Context: an optimization exercise on an open-source flow, tuned for small area. The choices shown serve that exercise and are no tape-out recipe. Function was checked by simulation only, so behaviour that the tests miss may differ from the original. No activity file was given, so power comes from the tool's default toggle rates.

## Tempreture
module Tempreture(clk,rst,ds_in,ds_out,ds_oe,led,cs,key1,key2,key3,key_p,key_i,key_d,static_p1,static_p2,work_status,show_flag_wire,heater_status,fan_status,heater_control,loopfin);
Size: roughly 1800 cells after synthesis, about 250 flip-flops, ~45 I/O pins, roughly 15000 um2 of cells after synthesis.
export LEC_CHECK = 0
export ABC_AREA = 1
export CAP_MARGIN = 20
export CORE_MARGIN = 2
export CORE_UTILIZATION = 60
export CTS_BUF_LIST = sky130_fd_sc_hd__clkbuf_16
export CTS_CLUSTER_DIAMETER = 80
export CTS_CLUSTER_SIZE = 20
export PLACE_DENSITY = 0.7
export SLEW_MARGIN = 20
create_clock -name core_clock -period 25.0 [get_ports {clk}]
standard.sh (not shown) runs the stock make flow with config.mk's settings and CLKGATE_MAP_FILE= SYNTH_SCRIPT=/design/flow/synth_recipe.tcl, a recipe that flattens the netlist after the stock synthesis.
==> flow/flow/run.sh <==
#!/bin/bash
# The standard layout (bash standard.sh: ORFS from the standard synthesis to
# finish) with two changes made through ORFS's own variables:
# - port buffers are the smallest buffer (buf_1) instead of the one ORFS picks;
# - clock tree synthesis inserts no dummy loads.
set -euo pipefail
export BUFFER_PORTS_ARGS="-buffer_cell sky130_fd_sc_hd__buf_1"
export CTS_ARGS="-sink_clustering_enable -repair_clock_nets -dont_use_dummy_load -sink_clustering_size 20 -sink_clustering_max_diameter 80 -buf_list sky130_fd_sc_hd__clkbuf_16"
bash standard.sh > standard_flow.log 2>&1
The starting point completed with no timing, DRC or antenna violations.
Next try:
==> flow/run.sh (new file) <==
#!/bin/bash
# synth_recipe.tcl (not shown) runs the flow's synth.tcl, then flattens the netlist and writes it again
# the make line also repeats each setting of config.mk as NAME=value (left out here)
make -C /OpenROAD-flow-scripts/flow DESIGN_CONFIG=/design/flow/config.mk WORK_HOME=/design/flow/orfs CLKGATE_MAP_FILE= SYNTH_SCRIPT=/design/flow/synth_recipe.tcl finish
removed: flow/flow/run.sh
removed: flow/standard.sh
Effect: The new run went through all stages and came out clean. Register-to-register slack improved by 0.07 ns. Global-route usage hardly moves. Design area is higher by a few percent. Die area stays the same. Clock-buffer cell count rises by 1. Worst hold slack gets better by 0.0039 ns. Area after synthesis stays the same.


Setup of job 103:
Another version of the RTL of Tempreture (not shown whole).
For scale: about 2300 cells after synthesis, roughly 270 flip-flops, ~45 I/O pins, about 18000 µm² of cells after synthesis.
==> flow/config.mk <==
export PLATFORM = sky130hd
export DESIGN_NAME = Tempreture
export DESIGN_NICKNAME = Tempreture
export VERILOG_FILES = /design/flow/design.v
export SDC_FILE = /design/flow/constraint.sdc
export NUM_CORES = 4
export LEC_CHECK = 0
export ABC_AREA = 1
export CAP_MARGIN = 20
export CORE_MARGIN = 2
export CORE_UTILIZATION = 30
export SLEW_MARGIN = 20
==> flow/constraint.sdc <==
create_clock -name core_clock -period 25.0 [get_ports {clk}]
set_input_delay 5.0000 -clock core_clock [delete_from_list [all_inputs] [get_ports {clk}]]
set_output_delay 5.0000 -clock core_clock [all_outputs]
set_load 0.01 [all_outputs]
run.sh (not shown) runs the stock make flow with config.mk's settings and CLKGATE_MAP_FILE= SYNTH_SCRIPT=/design/flow/synth_recipe.tcl, a recipe that flattens the netlist after the stock synthesis.
Stock flow here: none of the scripts above is used.
Job 103 finished every stage and its layout cleared the timing, DRC and antenna checks.
What job 101 does differently from job 103 at the input level:
Settings: putting CTS_BUF_LIST at sky130_fd_sc_hd__clkbuf_4 sky130_fd_sc_hd__clkbuf_2 where nothing was set; putting PLACE_DENSITY at 0.7 where nothing was set; swapping 30 for 60 in CORE_UTILIZATION.
--- outcome ---
The post-route clock period utilization of job 103 and that of job 101 are within noise of each other. Compared with job 103, the router placed more vias in job 101. From job 103 to job 101, adder and majority gate portion of the synthesized area did not move at all. Job 103 consumes more power than job 101. On count of cell types in the netlist, job 101 tracks job 103 almost exactly. Summary — post-route minimum period, job 101 relative to job 103: lower, by 0.025 ns. When job 101 is set beside job 103, its overall global routing resource usage turns out to be 13 points larger. Diff job 103 -> job 101 | delay of the slowest cell on the worst path | decrease of 0.08 ns. Portion of total power attributed to combinational logic was higher in job 101 than in job 103. Clock skew after layout sits higher in job 101 than in job 103.

[separate check: timing with driven ports]
How much do the figures lean on ideal ports? The routed layouts below were timed once more, with nothing changed but the port constraints. Step 1 assumes that a clkbuf_16 drives the clock port and a buf_2 every other input. Step 2 moves the port delays by t, midway between the first and last clock arrival at a register: inputs arrive t later, outputs are due t later. That takes back most of the time a late clock gives input paths. Three values: no drivers, after step 1, after step 2; two values: the first two.
| run | t (ns) | setup WS [ns] | hold WS [ns] | clock arrival spread, ns | worst register clock-pin slew, ns |
|---|---|---|---|---|---|
| the first run of note 1 | 0.536 | 16.205 / 16.205 / 16.205 | 0.429 / 0.429 / 0.429 | 0.033 / 0.034 | 0.08 / 0.08 |
| the second run of note 1 | 0.538 | 16.278 / 16.278 / 16.278 | 0.433 / 0.433 / 0.433 | 0.013 / 0.012 | 0.09 / 0.09 |
| job 103 | 0.589 | 18.231 / 18.180 / 18.228 | 0.430 / 0.430 / 0.430 | 0.027 / 0.027 | 0.06 / 0.06 |
| job 101 | 0.732 | 18.256 / 18.210 / 18.242 | 0.425 / 0.425 / 0.425 | 0.066 / 0.067 | 0.07 / 0.07 |
After both steps every run listed still meets setup and hold. For job 101, which loses most, drivers alone change the setup slack by -0.046 ns; drivers and shift together by -0.014 ns.
